Background: an optimization exercise with open tools, aiming at small area. Do not read the settings as production practice. Function was checked by simulation only, so behaviour that the tests miss may differ from the original. No activity file was given, so power comes from the tool's default toggle rates.

job 101:
// bossBattleTop
module bossBattleTop(clk, btnRst, btnLeft, btnRight, btnShoot,
	seg, an, vgaRed, vgaGreen, vgaBlue, Hsync, Vsync
    );
Size in the first run: roughly 1900 cells after synthesis, ~180 flip-flops, about 27 I/O pins.
clock: 10.0 ns
lec_check: 0
cap_margin: 20
core_margin: 2
core_utilization: 40
slew_margin: 20
standard.sh (not shown) runs the stock make flow with config.mk's settings and CLKGATE_MAP_FILE= SYNTH_SCRIPT=/design/flow/synth_recipe.tcl, a recipe that flattens the netlist after the stock synthesis.
==> flow/flow/run.sh <==
#!/bin/bash
# Layout flow: the standard flow (standard.sh, unchanged synthesis and steps), with two
# changes: the port buffers are the smallest buffer cell, and clock tree synthesis adds no
# dummy loads to balance the tree.
set -euo pipefail
export BUFFER_PORTS_ARGS="-buffer_cell sky130_fd_sc_hd__buf_1"
export CTS_ARGS="-sink_clustering_enable -repair_clock_nets -dont_use_dummy_load"
bash standard.sh 2>&1 | tee standard.log
The flow did not stop early for job 101: all stages ran, and the layout cleared the timing, DRC and antenna checks.
Setup changes, job 101 to job 102
- CORE_UTILIZATION now 60, was 40
==> comparison <==
Job 101 -> job 102: clock-cell share of area flat
Job 102 has global-route usage above what job 101 had.
For multi-input gate area in the final layout, job 102 and job 101 come out practically identical.
Compared to job 101, job 102 has instance area at placement about 1.7% lower.
> inputs changed (job 102 -> job 103)
- CORE_UTILIZATION changed from 60 to 40
- GPL_TIMING_DRIVEN newly set to 0
==> flow/flow/run.sh <==
#!/bin/bash
# Layout flow: the standard flow (standard.sh, unchanged synthesis and steps), with one
# change: clock tree synthesis adds no dummy loads to balance the tree.
set -euo pipefail
export CTS_ARGS="-sink_clustering_enable -repair_clock_nets -dont_use_dummy_load"
bash standard.sh 2>&1 | tee standard.log
### Flow results
Summary of the comparison: time the worst path needs with I/O delays and setup is higher in job 103, relative to job 102. Standard-cell row count for job 103: 22% up relative to job 102. Delay of the slowest cell on the worst path down 0.13 ns in job 103 wrt job 102. Note that the critical path depth recorded for job 102 amounts to 0.917 times the value seen in job 103. | met2 wire length | job 103 vs job 102 | about 12% higher |. Delta (job 103 minus job 102): setup slack went down 0.79 ns; total routed wirelength went up 5700 um; HPWL after detailed placement went up about 17%. Comparing number of antenna violations at the first check in global routing for job 103 and job 102, the smaller number came from job 103. Compared to job 102, job 103 has highest achievable clock rate about 8% lower. Compared with job 102, job 103 is the less power-hungry design.
Modified inputs, job 104 compared to job 103
==> flow/flow/run.sh <==
#!/bin/bash
# Layout flow: the standard flow (standard.sh, unchanged synthesis and steps), with two
# changes: the port buffers are the smallest buffer cell, and clock tree synthesis adds no
# dummy loads to balance the tree.
set -euo pipefail
export BUFFER_PORTS_ARGS="-buffer_cell sky130_fd_sc_hd__buf_1"
export CTS_ARGS="-sink_clustering_enable -repair_clock_nets -dont_use_dummy_load"
bash standard.sh 2>&1 | tee standard.log
--- outcome ---
- Both conditions hold for job 104: the flow ran to the end and the final layout passed the timing, DRC and antenna checks.
- Diff job 103 -> job 104: post-layout total power held steady, fraction of the cycle the final worst path needs now sits lower.
- [diff] final standard cell area without fillers, job 104 relative to job 103: improvement
- Per the comparison of job 104 with job 103, wire length of the first global-routing pass now sits lower; wire length now sits at about the same level; met2 wire length now sits lower; via count of the first global-routing pass now sits lower.

Another version of the RTL of bossBattleTop (not shown whole).
For scale: ~180 flip-flops, roughly 15000 sq um of cells after synthesis.
Settings: LEC_CHECK=0, CAP_MARGIN=20, CORE_MARGIN=2, CORE_UTILIZATION=40, SLEW_MARGIN=20; clock period 10.0 ns.
run.sh (not shown) runs the stock make flow with config.mk's settings and CLKGATE_MAP_FILE= SYNTH_SCRIPT=/design/flow/synth_recipe.tcl, a recipe that flattens the netlist after the stock synthesis.
Stock flow here: none of the scripts above is used.
The first run produced a clean layout.
Change:
==> flow/flow/run.sh (new file) <==
#!/bin/bash
# Layout flow: the standard flow (standard.sh, unchanged synthesis and steps), with one
# change: clock tree synthesis adds no dummy loads to balance the tree.
set -euo pipefail
export CTS_ARGS="-sink_clustering_enable -repair_clock_nets -dont_use_dummy_load"
bash standard.sh 2>&1 | tee standard.log
==> flow/standard.sh (new file) <==
#!/bin/bash
# synth_recipe.tcl (not shown) runs the flow's synth.tcl, then flattens the netlist and writes it again
# the make line also repeats each setting of config.mk as NAME=value (left out here)
make -C /OpenROAD-flow-scripts/flow DESIGN_CONFIG=/design/flow/config.mk WORK_HOME=/design/flow/orfs CLKGATE_MAP_FILE= SYNTH_SCRIPT=/design/flow/synth_recipe.tcl "${@:-finish}"
removed: flow/run.sh
Clock skew grows by 0.014 ns.
Wire length stays flat.
Worst setup slack improves by 0.013 ns.
Count of clock-buffer cells in the layout went down by 1.
Fmax is about the same.
Die area does not change.
Synthesized cell count stays the same.
Total power decreases by 7.4%.

## afterwards: timing with drivers on the ports
In the flow no input, the clock included, has a driving cell. The finished layouts below were timed again as built, in two steps.
Step 1 sets driving cells, clkbuf_16 on the clock port and buf_2 on the other inputs (assumed; they add their load-dependent delay and slew).
Step 2, shift: input delay + t, output delay - t, t = (earliest + latest rising clock arrival at the registers) / 2. This alone moves slack from input paths to output paths.
Three values: no drivers, after step 1, after step 2; two values: the first two.
run | t, ns | setup slack, ns | worst setup path at the end | worst register clock-pin slew, ns
job 101 | 0.491 | 1.235 / 1.179 / 1.670 | register to output | 0.07 / 0.07
job 102 | 0.476 | 1.346 / 1.295 / 1.771 | register to output | 0.08 / 0.08
job 103 | 0.481 | 0.558 / 0.511 / 0.992 | register to output | 0.07 / 0.07
job 104 | 0.485 | 0.901 / 0.851 / 1.336 | register to output | 0.07 / 0.07
the first run of note 2 | 0.506 | 1.266 / 1.215 / 1.722 | register to output | 0.08 / 0.08
the second run of note 2 | 0.497 | 1.279 / 1.226 / 1.723 | register to output | 0.08 / 0.08
After both steps setup and hold are still met in every run listed.
